Context: an optimization exercise on an open-source flow, tuned for small area. The choices shown serve that exercise and are no tape-out recipe.
Only simulation tests tie the RTL to the original design; equivalence was not proved.
Power is estimated from default activity; no workload was simulated.

File: flow/config.mk
export PLATFORM = sky130hd
export DESIGN_NAME = uart_txrx_test
export DESIGN_NICKNAME = uart_txrx_test
export VERILOG_FILES = /design/flow/design.v
export SDC_FILE = /design/flow/constraint.sdc
export NUM_CORES = 4
export LEC_CHECK = 0
export CAP_MARGIN = 20
export CORE_MARGIN = 2
export CORE_UTILIZATION = 40
export PLACE_DENSITY = 0.6
export SLEW_MARGIN = 20
File: flow/constraint.sdc
create_clock -name core_clock -period 10.0 [get_ports {clk}]
set_input_delay 2.0000 -clock core_clock [delete_from_list [all_inputs] [get_ports {clk}]]
set_output_delay 2.0000 -clock core_clock [all_outputs]
set_load 0.01 [all_outputs]
File: flow/design.v
`timescale 1ns / 1ps
module i2c_ctrl
#(
parameter DEVICE_ADDR = 7'b1010_000 , 
parameter SYS_CLK_FREQ = 26'd50_000_000 ,
parameter SCL_FREQ = 18'd250_000 
)
(
input wire sys_clk , 
input wire sys_rst_n , 
input wire wr_en , 
input wire rd_en , 
input wire i2c_start , 
input wire addr_num , 
input wire [15:0] byte_addr , 
input wire [7:0] wr_data , 
output reg i2c_clk , 
output wire i2c_tick , 
output reg i2c_end , 
output reg [7:0] rd_data ,
output reg i2c_scl ,
input wire i2c_sda_i , 
output wire i2c_sda_o , 
output wire i2c_sda_oe 
);
parameter CNT_CLK_MAX = (SYS_CLK_FREQ/SCL_FREQ) >> 2'd3 ;
parameter CNT_START_MAX = 8'd100; 
parameter IDLE = 4'd00, 
            START_1 = 4'd01, 
            SEND_D_ADDR = 4'd02, 
            ACK_1 = 4'd03,
            SEND_B_ADDR_H = 4'd04, 
            ACK_2 = 4'd05, 
            SEND_B_ADDR_L = 4'd06, 
            ACK_3 = 4'd07,
            WR_DATA = 4'd08, 
            ACK_4 = 4'd09,
            START_2 = 4'd10, 
            SEND_RD_ADDR = 4'd11, 
            ACK_5 = 4'd12, 
            RD_DATA = 4'd13, 
            N_ACK = 4'd14, 
            STOP = 4'd15; 
wire sda_in ; 
wire sda_en ; 
reg [7:0] cnt_clk ; 
reg [3:0] state ; 
reg cnt_i2c_clk_en ; 
reg [1:0] cnt_i2c_clk ; 
reg [2:0] cnt_bit ; 
reg ack ; 
reg ack_q ; 
reg i2c_sda_reg ; 
reg [7:0] rd_data_reg ; 
always@(posedge sys_clk or negedge sys_rst_n)
    if(sys_rst_n == 1'b0)
        cnt_clk <= 8'd0;
    else if(cnt_clk == CNT_CLK_MAX - 1'b1)
        cnt_clk <= 8'd0;
    else
        cnt_clk <= cnt_clk + 1'b1;
always@(posedge sys_clk or negedge sys_rst_n)
    if(sys_rst_n == 1'b0)
        i2c_clk <= 1'b1;
    else if(cnt_clk == CNT_CLK_MAX - 1'b1)
        i2c_clk <= ~i2c_clk;
always@(posedge sys_clk or negedge sys_rst_n)
    if(sys_rst_n == 1'b0)
        cnt_i2c_clk_en <= 1'b0;
    else if(i2c_tick == 1'b0)
        cnt_i2c_clk_en <= cnt_i2c_clk_en;
    else if((state == STOP) && (cnt_bit == 3'd3) &&(cnt_i2c_clk == 3))
        cnt_i2c_clk_en <= 1'b0;
    else if(i2c_start == 1'b1)
        cnt_i2c_clk_en <= 1'b1;
always@(posedge sys_clk or negedge sys_rst_n)
    if(sys_rst_n == 1'b0)
        cnt_i2c_clk <= 2'd0;
    else if(i2c_tick == 1'b0)
        cnt_i2c_clk <= cnt_i2c_clk;
    else if(cnt_i2c_clk_en == 1'b1)
        cnt_i2c_clk <= cnt_i2c_clk + 1'b1;
always@(posedge sys_clk or negedge sys_rst_n)
     if(sys_rst_n == 1'b0)
        cnt_bit <= 3'd0;
     else if(i2c_tick == 1'b0)
         cnt_bit <= cnt_bit;
     else if((state == IDLE) || (state == START_1) || (state == START_2)
     || (state == ACK_1) || (state == ACK_2) || (state == ACK_3)
     || (state == ACK_4) || (state == ACK_5) || (state == N_ACK))
        cnt_bit <= 3'd0;
     else if((cnt_bit == 3'd7) && (cnt_i2c_clk == 2'd3))
        cnt_bit <= 3'd0;
     else if((cnt_i2c_clk == 2'd3) && (state != IDLE))
        cnt_bit <= cnt_bit + 1'b1;
 always@(posedge sys_clk or negedge sys_rst_n)
     if(sys_rst_n == 1'b0)
            state <= IDLE;
     else if(i2c_tick == 1'b0)
         state <= state;
     else case(state)
         IDLE:
             if(i2c_start == 1'b1)
             state <= START_1;
             else
             state <= state;
         START_1:
             if(cnt_i2c_clk == 3)
             state <= SEND_D_ADDR;
             else
             state <= state;
         SEND_D_ADDR:
             if((cnt_bit == 3'd7) &&(cnt_i2c_clk == 3))
             state <= ACK_1;
             else
             state <= state;
         ACK_1:
             if((cnt_i2c_clk == 3) && (ack == 1'b0))
             begin
             if(addr_num == 1'b1)
             state <= SEND_B_ADDR_H;
             else
             state <= SEND_B_ADDR_L;
             end
             else
             state <= state;
         SEND_B_ADDR_H:
             if((cnt_bit == 3'd7) &&(cnt_i2c_clk == 3))
             state <= ACK_2;
             else
             state <= state;
         ACK_2:
             if((cnt_i2c_clk == 3) && (ack == 1'b0))
             state <= SEND_B_ADDR_L;
             else
             state <= state;
         SEND_B_ADDR_L:
             if((cnt_bit == 3'd7) && (cnt_i2c_clk == 3))
             state <= ACK_3;
             else
             state <= state;
         ACK_3:
             if((cnt_i2c_clk == 3) && (ack == 1'b0))
             begin
             if(wr_en == 1'b1)
             state <= WR_DATA;
             else if(rd_en == 1'b1)
             state <= START_2;
             else
             state <= state;
             end
             else
             state <= state;
         WR_DATA:
             if((cnt_bit == 3'd7) &&(cnt_i2c_clk == 3))
             state <= ACK_4;
             else
             state <= state;
             ACK_4:
             if((cnt_i2c_clk == 3) && (ack == 1'b0))
             state <= STOP;
             else
             state <= state;
             START_2:
             if(cnt_i2c_clk == 3)
             state <= SEND_RD_ADDR;
             else
             state <= state;
         SEND_RD_ADDR:
             if((cnt_bit == 3'd7) &&(cnt_i2c_clk == 3))
             state <= ACK_5;
             else
             state <= state;
             ACK_5:
             if((cnt_i2c_clk == 3) && (ack == 1'b0))
             state <= RD_DATA;
             else
             state <= state;
         RD_DATA:
             if((cnt_bit == 3'd7) &&(cnt_i2c_clk == 3))
             state <= N_ACK;
             else
             state <= state;
         N_ACK:
             if(cnt_i2c_clk == 3)
             state <= STOP;
             else
             state <= state;
         STOP:
             if((cnt_bit == 3'd3) &&(cnt_i2c_clk == 3))
             state <= IDLE;
             else
             state <= state;
         default: state <= IDLE;
     endcase
 always@(*)
     case (state)
     IDLE,START_1,SEND_D_ADDR,SEND_B_ADDR_H,SEND_B_ADDR_L,
     WR_DATA,START_2,SEND_RD_ADDR,RD_DATA,N_ACK:
        ack <= 1'b1;
     ACK_1,ACK_2,ACK_3,ACK_4,ACK_5:
         ack <= ack_q;
     default: ack <= 1'b1;
     endcase
 always@(*)
     case (state)
     IDLE:
         i2c_scl <= 1'b1;
         START_1:
         if(cnt_i2c_clk == 2'd3)
         i2c_scl <= 1'b0;
         else
         i2c_scl <= 1'b1;
     SEND_D_ADDR,ACK_1,SEND_B_ADDR_H,ACK_2,SEND_B_ADDR_L,
     ACK_3,WR_DATA,ACK_4,START_2,SEND_RD_ADDR,ACK_5,RD_DATA,N_ACK:
         if((cnt_i2c_clk == 2'd1) || (cnt_i2c_clk == 2'd2))
         i2c_scl <= 1'b1;
         else
         i2c_scl <= 1'b0;
     STOP:
         if((cnt_bit == 3'd0) &&(cnt_i2c_clk == 2'd0))
         i2c_scl <= 1'b0;
         else
         i2c_scl <= 1'b1;
     default: i2c_scl <= 1'b1;
     endcase
 always@(*)
     case (state)
     IDLE:
         i2c_sda_reg <= 1'b1;
     START_1:
         if(cnt_i2c_clk <= 2'd0)
         i2c_sda_reg <= 1'b1;
         else
         i2c_sda_reg <= 1'b0;
     SEND_D_ADDR:
         if(cnt_bit <= 3'd6)
         i2c_sda_reg <= DEVICE_ADDR[6 - cnt_bit];
         else
         i2c_sda_reg <= 1'b0;
     ACK_1:
         i2c_sda_reg <= 1'b1;
         SEND_B_ADDR_H:
         i2c_sda_reg <= byte_addr[15 - cnt_bit];
     ACK_2:
         i2c_sda_reg <= 1'b1;
         SEND_B_ADDR_L:
         i2c_sda_reg <= byte_addr[7 - cnt_bit];
     ACK_3:
        i2c_sda_reg <= 1'b1;
     WR_DATA:
        i2c_sda_reg <= wr_data[7 - cnt_bit];
     ACK_4:
        i2c_sda_reg <= 1'b1;
     START_2:
     if(cnt_i2c_clk <= 2'd1)
     i2c_sda_reg <= 1'b1;
     else
        i2c_sda_reg <= 1'b0;
     SEND_RD_ADDR:
        if(cnt_bit <= 3'd6)
        i2c_sda_reg <= DEVICE_ADDR[6 - cnt_bit];
        else
        i2c_sda_reg <= 1'b1;
     ACK_5:
        i2c_sda_reg <= 1'b1;
     RD_DATA:
        i2c_sda_reg <= 1'b1;
     N_ACK:
        i2c_sda_reg <= 1'b1;
     STOP:
        if((cnt_bit == 3'd0) && (cnt_i2c_clk < 2'd3))
            i2c_sda_reg <= 1'b0;
        else
            i2c_sda_reg <= 1'b1;
     default:
            i2c_sda_reg <= 1'b1;
     endcase
 always@(posedge sys_clk or negedge sys_rst_n)
     if(sys_rst_n == 1'b0)
        rd_data <= 8'd0;
     else if(i2c_tick == 1'b0)
         rd_data <= rd_data;
     else if((state == RD_DATA)&&(cnt_bit == 3'd7)&&(cnt_i2c_clk == 2'd3))
        rd_data <= rd_data_reg;
 always@(posedge sys_clk or negedge sys_rst_n)
     if(sys_rst_n == 1'b0)
        i2c_end <= 1'b0;
     else if(i2c_tick == 1'b0)
         i2c_end <= i2c_end;
     else if((state == STOP) && (cnt_bit == 3'd3) &&(cnt_i2c_clk == 3))
        i2c_end <= 1'b1;
     else
        i2c_end <= 1'b0;
 assign i2c_tick = (cnt_clk == CNT_CLK_MAX - 1'b1) && (i2c_clk == 1'b0);
 always@(posedge sys_clk or negedge sys_rst_n)
     if(sys_rst_n == 1'b0)
        ack_q <= 1'b1;
     else if((i2c_tick == 1'b1) && (cnt_i2c_clk == 2'd0) &&
     ((state == ACK_1) || (state == ACK_2) || (state == ACK_3)
     || (state == ACK_4) || (state == ACK_5)))
        ack_q <= sda_in;
 always@(posedge sys_clk or negedge sys_rst_n)
     if(sys_rst_n == 1'b0)
        rd_data_reg <= 8'd0;
     else if(i2c_tick == 1'b1) begin
        if(state == IDLE)
            rd_data_reg <= 8'd0;
        else if((state == RD_DATA) && (cnt_i2c_clk == 2'd2))
            rd_data_reg[7 - cnt_bit] <= sda_in;
     end
 assign sda_in = i2c_sda_i;
 assign sda_en = ((state == RD_DATA)||(state == ACK_1)||(state == ACK_2)
 || (state == ACK_3)||(state == ACK_4)||(state == ACK_5)) ? 1'b0 : 1'b1;
 assign i2c_sda_o = i2c_sda_reg;
 assign i2c_sda_oe = sda_en;
 endmodule
module i2c_rw_data
(
input wire sys_clk , 
input wire i2c_tick , 
input wire sys_rst_n , 
input wire write , 
input wire read , 
input wire i2c_end , 
input wire [7:0] rd_data ,
output reg wr_en , 
output reg rd_en , 
output reg i2c_start , 
output reg [15:0] byte_addr , 
output reg [7:0] wr_data , 
output reg [7:0] Data 
);
parameter DATA_NUM = 8'd1 ,
CNT_START_MAX = 11'd1500 ,  
CNT_WR_RD_MAX = 8'd200 ,
CNT_WAIT_MAX = 28'd500_000 ;
reg [7:0] cnt_wr ; 
reg write_valid ; 
reg [7:0] cnt_rd ; 
reg read_valid ; 
reg [10:0] cnt_start ; 
reg [7:0] wr_i2c_data_num ; 
reg [7:0] rd_i2c_data_num ; 
always@(posedge sys_clk or negedge sys_rst_n)
    if(sys_rst_n == 1'b0)
        cnt_wr <= 8'd0;
    else if(write_valid == 1'b0)
        cnt_wr <= 8'd0;
    else if(write_valid == 1'b1)
        cnt_wr <= cnt_wr + 1'b1;
always@(posedge sys_clk or negedge sys_rst_n)
    if(sys_rst_n == 1'b0)
        write_valid <= 1'b0;
    else if(cnt_wr == (CNT_WR_RD_MAX - 1'b1))
        write_valid <= 1'b0;
    else if(write == 1'b1)
        write_valid <= 1'b1;
always@(posedge sys_clk or negedge sys_rst_n)
    if(sys_rst_n == 1'b0)
        cnt_rd <= 8'd0;
    else if(read_valid == 1'b0)
        cnt_rd <= 8'd0;
    else if(read_valid == 1'b1)
        cnt_rd <= cnt_rd + 1'b1;
always@(posedge sys_clk or negedge sys_rst_n)
    if(sys_rst_n == 1'b0)
        read_valid <= 1'b0;
    else if(cnt_rd == (CNT_WR_RD_MAX - 1'b1))
        read_valid <= 1'b0;
    else if(read == 1'b1)
        read_valid <= 1'b1;
always@(posedge sys_clk or negedge sys_rst_n)
    if(sys_rst_n == 1'b0)
        cnt_start <= 11'd0;
    else if(i2c_tick == 1'b0)
        cnt_start <= cnt_start;
    else if((wr_en == 1'b0) && (rd_en == 1'b0))
        cnt_start <= 11'd0;
    else if(cnt_start == (CNT_START_MAX - 1'b1))
        cnt_start <= 11'd0;
    else if((wr_en == 1'b1) || (rd_en == 1'b1))
        cnt_start <= cnt_start + 1'b1;
always@(posedge sys_clk or negedge sys_rst_n)
    if(sys_rst_n == 1'b0)
        i2c_start <= 1'b0;
     else if(i2c_tick == 1'b0)
         i2c_start <= i2c_start;
     else if((cnt_start == (CNT_START_MAX - 1'b1)))
        i2c_start <= 1'b1;
     else
        i2c_start <= 1'b0;
always@(posedge sys_clk or negedge sys_rst_n)
     if(sys_rst_n == 1'b0)
        wr_en <= 1'b0;
     else if(i2c_tick == 1'b0)
         wr_en <= wr_en;
     else if((wr_i2c_data_num == DATA_NUM - 1)
     && (i2c_end == 1'b1) && (wr_en == 1'b1))
        wr_en <= 1'b0;
     else if(write_valid == 1'b1)
        wr_en <= 1'b1;
always@(posedge sys_clk or negedge sys_rst_n)
     if(sys_rst_n == 1'b0)
        wr_i2c_data_num <= 8'd0;
     else if(i2c_tick == 1'b0)
         wr_i2c_data_num <= wr_i2c_data_num;
     else if(wr_en == 1'b0)
        wr_i2c_data_num <= 8'd0;
     else if((wr_en == 1'b1) && (i2c_end == 1'b1))
        wr_i2c_data_num <= wr_i2c_data_num + 1'b1;
 always@(posedge sys_clk or negedge sys_rst_n)
     if(sys_rst_n == 1'b0)
        rd_en <= 1'b0;
     else if(i2c_tick == 1'b0)
         rd_en <= rd_en;
     else if((rd_i2c_data_num == DATA_NUM - 1)
     && (i2c_end == 1'b1) && (rd_en == 1'b1))
        rd_en <= 1'b0;
     else if(read_valid == 1'b1)
        rd_en <= 1'b1;
 always@(posedge sys_clk or negedge sys_rst_n)
     if(sys_rst_n == 1'b0)
        begin
        rd_i2c_data_num <= 8'd0;
        Data <= 8'd0;
        end
     else if(i2c_tick == 1'b0)
         rd_i2c_data_num <= rd_i2c_data_num;
     else if(rd_en == 1'b0)
        rd_i2c_data_num <= 8'd0;
     else if((rd_en == 1'b1) && (i2c_end == 1'b1))
        begin
        rd_i2c_data_num <= rd_i2c_data_num + 1'b1;
        Data <=rd_data;
         end
 always@(posedge sys_clk or negedge sys_rst_n)
     if(sys_rst_n == 1'b0)
        byte_addr <= 16'h00_5A;
     else if(i2c_tick == 1'b0)
         byte_addr <= byte_addr;
     else if((wr_en == 1'b0) && (rd_en == 1'b0))
        byte_addr <= 16'h00_5A;
     else if(((wr_en == 1'b1) || (rd_en == 1'b1)) && (i2c_end == 1'b1))
        byte_addr <= byte_addr + 1'b1;
 always@(posedge sys_clk or negedge sys_rst_n)
     if(sys_rst_n == 1'b0)
        wr_data <= 8'hA5;
     else if(i2c_tick == 1'b0)
         wr_data <= wr_data;
     else if(wr_en == 1'b0)
        wr_data <= 8'hA5;
     else if((wr_en == 1'b1) && (i2c_end == 1'b1))
        wr_data <= wr_data + 1'b1;
endmodule
`timescale 1ns / 1ps
module uart_cmd(
    clk,
    n_reset,
    rx_data,
    rx_done,
    ctrl
);
    input clk;
    input n_reset;
    input [7:0]rx_data;
    input rx_done;
    output reg[3:0]ctrl;
    reg [7:0] data_str [3:0];
    reg [3:0] cnt;
    reg flag;
always@(posedge clk or negedge n_reset)
    begin
        if(!n_reset) 
            begin
                cnt <= 4'b0;  
                flag <=1'b0;
                data_str[0] <= 8'h00;
                data_str[1] <= 8'h00;
                data_str[2] <= 8'h00;
                data_str[3] <= 8'h00;
            end
        else begin
            if(rx_done && flag==1'b0)
                begin
                data_str[cnt] <= rx_data;
                cnt <= cnt +1'b1;
                flag<=flag + 1'b1;
                if(cnt==4'd3) cnt<=4'b0;
            end
            if(rx_done==0) flag<=1'b0;
        end
    end
     reg r_rx_done;   
always@(posedge clk or negedge n_reset)
    if(!n_reset)
        r_rx_done <= 1'b0;
    else
        r_rx_done <= rx_done;
always@(posedge clk or negedge n_reset)
begin
    if(!n_reset) begin
        ctrl <= 4'b0000;
    end else if(r_rx_done)begin
        if((data_str[0] == 8'hAA) && (data_str[1] == 8'hA5) && (data_str[3] == 8'hFF))begin
            ctrl <= (data_str[2]&8'h0F);
        end
    end    
end
endmodule
`timescale 1ns / 1ps
module uart_txrx_test(
    clk,
    n_reset,
    TX_RDY,
    RX_RDY,
    WEN,
    OEN,
    uart_tx,
    uart_rx,
    ctrl,
    sda_i,
    sda_o,
    sda_oe,
    scl,
    key
);
    input [3:0]key;
    input clk;
    input n_reset;
    input TX_RDY;
    input RX_RDY;
    input  [7:0]uart_rx;
    output [7:0]uart_tx;
    output WEN;
    output OEN;
    output [3:0]ctrl;
    wire [7:0] uart_rx;
    reg [7:0] uart_tx;
    wire TX_RDY;
    wire RX_RDY;
    wire [3:0]key;
    reg WEN;
    reg OEN;
    input  wire sda_i;
    output wire sda_o;
    output wire sda_oe;
    output wire scl;
    wire read ; 
    wire write ; 
    wire [7:0] po_data ; 
    wire [7:0] rd_data ; 
    wire wr_en ;
    wire rd_en ;
    wire i2c_end ;
    wire i2c_start ;
    wire [7:0] wr_data ;
    wire [15:0] byte_addr ;
    wire i2c_clk ;
    wire i2c_tick ;
  uart_cmd uart_cmd0(
        .clk(clk),
        .n_reset(n_reset),
        .rx_data(uart_rx),
        .rx_done(RX_RDY),
        .ctrl(ctrl)
    );
    i2c_rw_data i2c_rw_data_inst
    (
        .sys_clk (clk ), 
        .i2c_tick (i2c_tick ),
        .sys_rst_n (n_reset ), 
        .write (key[2] ), 
        .read (key[3] ), 
        .i2c_end (i2c_end ), 
        .rd_data (rd_data ), 
        .wr_en (wr_en ), 
        .rd_en (rd_en ), 
        .i2c_start (i2c_start ), 
        .byte_addr (byte_addr ),
        .wr_data (wr_data ), 
        .Data(po_data ) 
    );
    i2c_ctrl
    #(
    .DEVICE_ADDR (7'b1010_000 ),
    .SYS_CLK_FREQ (26'd50_000_000 ), 
    .SCL_FREQ (18'd250_000 )
    )
    i2c_ctrl_inst
    (
        .sys_clk (clk ), 
        .sys_rst_n (n_reset ), 
        .wr_en (wr_en ), 
        .rd_en (rd_en ), 
        .i2c_start (i2c_start ), 
        .addr_num (1'b1 ), 
        .byte_addr (byte_addr ), 
        .wr_data (wr_data ), 
        .rd_data (rd_data ), 
        .i2c_end (i2c_end ), 
        .i2c_clk (i2c_clk ),
        .i2c_tick (i2c_tick ),
        .i2c_scl (scl ),
        .i2c_sda_i (sda_i ),
        .i2c_sda_o (sda_o ),
        .i2c_sda_oe (sda_oe ) 
    );
always @(posedge clk or negedge n_reset)	begin
		if (!n_reset)
            begin
                uart_tx <=8'b0;
                WEN <= 1'b1;
                OEN <= 1'b1;
            end
		else 
            begin
                if(RX_RDY==1'b1) 
                        begin
                            OEN  <= 1'b0;
                            uart_tx <= po_data;
                             if(TX_RDY==1'b1)
                                begin
                                      WEN<=1'b0;
                                end
                            else
                                begin
                                       WEN <= 1'b1;
                                       OEN <=1'b1;
                                end
                        end
                else  
                            OEN <= 1'b1;
            end
	end
endmodule
File: flow/run.sh
#!/bin/bash
# synth_recipe.tcl (not shown) runs the flow's synth.tcl, then flattens the netlist and writes it again
# the make line also repeats each setting of config.mk as NAME=value (left out here)
make -C /OpenROAD-flow-scripts/flow DESIGN_CONFIG=/design/flow/config.mk WORK_HOME=/design/flow/orfs CLKGATE_MAP_FILE= SYNTH_SCRIPT=/design/flow/synth_recipe.tcl finish
==> impl_metrics.tcl <==
set metrics [dict create \
    syn_area_per_cell_um2 10.7 \
    endpoint_kind "output pin" \
    fin_tns_setup_ps 0 \
    path_buf_inv 1 \
    max_freq_mhz 189 \
    reg2reg_depth 9 \
    critPathArrivalTime_ps 3280 \
    cp_slowest_cell "dfrtp_1" \
    gr-usage-met1_pct 21.2 \
    grt_util_all_layers_pct 15.5 \
    crit_fanout 21 \
    cts_resized 0 \
    synth_seq_cells 165 \
    synth_flop_cell "dfrtp_1" \
    cts_root_buffer "clkbuf_16" \
    cp_cell_sequence "ha_1 -> ha_1 -> or4_1 -> nor2_1 -> a31o_2 -> a311oi_1 -> o2bb2ai_1 -> clkdlybuf4s50_1" \
    grt_overflow 0 \
    postSynth.asyncResetShare_pct 100 \
    grt_pass1_wl_um 27900 \
    cpMostUsedCell "ha_1" \
    cp-start-kind "flop" \
    cp_top_family "flip-flops" \
    r2r_slack_ps 7010 \
    finalHoldViolCount 0 \
    rsz0062_at_grt "no" \
    ir_worst_vdd_mv 0.0895 \
    skew_ps 13.5 \
    core_region_area_um2 20300 \
    clock_path_buffers 2 \
    routed_wl_um 16000 \
    yosysSeqAreaShare_pct 49.9 \
    yosysUniqueCellTypes 70 \
    critical_path.endpoint "sda_o" \
    post-dp-hpwl_um 10700 \
    htree_levels 4 \
    cts_setup_buffers 0 \
    r2r-start "i2c_ctrl_inst.cnt_bit[0]" \
    hp-class "reg2reg" \
    clk_latency_ps 430 \
    antenna_found_initial 0 \
    num_rows 52 \
    largest_reg_flops 28 \
    use_met3_pct 2.88 \
    required_ps 8000 \
    netlist_instances 773 \
    first_global_vias 5615 \
    post_drt_wl_per_cell_um 14.7 \
    grt_max_degree 94 \
    synth_area_leaders "dfrtp_1, mux2_2, ha_1" \
    dieArea_um2 21900 \
    yosys_warnings 5 \
    portBuffers 31 \
    layout_min_cycle_time_ps 5280 \
    cts.clk_slew.worst_paths_ps 60 \
    postRouteAntennaNets 0 \
    syn_nets 819 \
    place_congestion 0.848 \
    maxCapViolCount 0 \
    start_util_pct 40.9 \
    synth_edf_count 0 \
    top_usage_layer "met2" \
    drtPass1Iterations 4 \
    seq_area_um2 4140 \
    post-place-ws_ps 5150 \
    multi_input_area_um2 3960 \
    max_slew_margin_pct 39.0 \
    cts_made_buffers 17 \
    outcome "no timing/DRC/antenna violations" \
    layout.nets 848 \
    slowest_delay_ps 870 \
    p_leak_uw 0.00401 \
    setup_viol 0 \
    yosysTopAreaCellShare_pct 46.1 \
    die_w_um 148 \
    synth.most_common_cell "dfrtp_1" \
    fill_cells 1875 \
    crit_cells 8 \
    cts_hold_buffers 0 \
    via_per_inst 5.35 \
    grt_use_met2_pct 25.1 \
    clock-sinks 165 \
    period_share_pct 52.8 \
    hp-start "i2c_rw_data_inst.cnt_wr[0]" \
    cp-startpoint "i2c_ctrl_inst.cnt_bit[0]" \
    drt_iter0_markers 337 \
    worstMarginPinSlew_ps 915 \
    synth_commonest_cells "dfrtp_1, mux2_2, nand2_1, nor2_1, o21ai_0" \
    syn-cell-area_um2 8310 \
    crit_type "reg2out" \
    synth_top_cell_by_area "dfrtp_1" \
    boundaryPins 34 \
    drc_errors 0 \
    reg2reg_to "i2c_ctrl_inst.rd_data_reg[1]" \
    route.vias.total 5798 \
    die-height_um 148 \
    setup_slack_ps 4720 \
    cts_tree "done" \
    power.density_nw_per_um2 176 \
    area_delta_synth_final_pct 14.3 \
    antenna_cells 0 \
    final_layout_size_suffix_gt1_share_pct 16.3 \
    drv_slew 0 \
]
==> worst min path at each step <==
stage / endpoint / cells past startpoint
after floorplan: i2c_rw_data_inst.cnt_rd[0] / 1
after global placement: i2c_rw_data_inst.cnt_rd[0] / 1
after detailed placement: i2c_rw_data_inst.cnt_wr[0] / 1
after CTS: i2c_rw_data_inst.cnt_wr[0] / 1
after global routing: i2c_rw_data_inst.cnt_wr[0] / 1
final: i2c_rw_data_inst.cnt_wr[0] / 1
==> layout by cell type, fill, tap and decap left out, types with 12 or more instances in the layout <==
| cell | instances |
|---|---|
| dfrtp_1 | 153 |
| mux2_2 | 62 |
| nand2_1 | 58 |
| o21ai_0 | 53 |
| nor2_1 | 53 |
| nand3_1 | 42 |
| xnor2_1 | 33 |
| clkdlybuf4s50_1 | 30 |
| inv_1 | 29 |
| ha_1 | 29 |
| nand4_1 | 25 |
| and2_1 | 21 |
| nor3_1 | 19 |
| xor2_1 | 17 |
| clkbuf_16 | 17 |
| a21oi_1 | 15 |
| and3_1 | 13 |
| dfstp_2 | 12 |
==> power breakdown <==
group | switching (uW) | internal, uW | leakage (uW)
Sequential | 57.0 | 757 | 0.00214
Combinational | 67.0 | 104 | 0.00158
Clock | 286 | 401 | 0.000296
Total | 410 | 1260 | 0.00401
==> final cells by class <==
type | instances | share of cell area (%)
clock buffers | 17 | 4.48
flip-flops and latches | 165 | 43.6
repair buffers | 34 | 3.52
multi-input cells | 555 | 41.7
inverters | 29 | 1.15
well taps | 270 | 3.56
clock inverters | 14 | 1.99
==> cell families after synthesis <==
family / synth area share, %
simple gates: 19.8
mux: 10.0
xor+xnor: 5.27
flops: 49.9
compound gates: 8.12
buf+inv: 2.53
fa+ha+maj: 4.37
==> metal layers <==
| layer | part of all wire, % | routed length [um] | vias to the layer above |
|---|---|---|---|
| met5 | 0 | 0 | - |
| met4 | 0.78 | 124 | 0 |
| met3 | 2.9 | 460 | 13 |
| met2 | 48 | 7610 | 63 |
| met1 | 49 | 7790 | 2881 |
| li1 | - | - | 2841 |
==> worst reg2reg max path, stage by stage, from the launching register on <==
cell	delay, ps
dfrtp_1	870
ha_1	300
ha_1	300
inv_1	80
ha_1	300
or3b_2	460
nor2_1	140
nand2_1	90
a31o_2	240
a21oi_1	140
==> through the flow <==
stage	hold WS (ps)	util, %	cells	instance area [um2]	total power (uW)
global placement	447	43.8	1053	8880	993
CTS	466	46.8	1084	9500	1690
global route	472	46.8	1084	9500	1750
detailed placement	455	43.8	1053	8880	999
finish	460	46.8	1084	9500	1670
floorplan	424	-	773	8310	945

## static timing again, ports no longer ideal
The results above use ideal ports. As a check the final layout listed here was re-extracted and re-timed, cells and wires unchanged. Step 1, drivers: a clkbuf_16 drives clk and a buf_2 each remaining input, both assumed. Step 2 times the ports against the registers' clock, not the clock port: input delays grow and output delays shrink by t, the midpoint of the rising clock arrivals with the driver on. Slacks: no drivers / after step 1 / after step 2; pairs: no drivers / after step 1.
t, ns: 0.463
slack for setup (ns): 4.720 / 4.679 / 5.142
latest minus earliest clock arrival (ns): 0.016 / 0.016
After both steps setup and hold are still met in this run. The setup slack of this run moves by -0.041 ns with the drivers and by +0.422 ns with both steps.
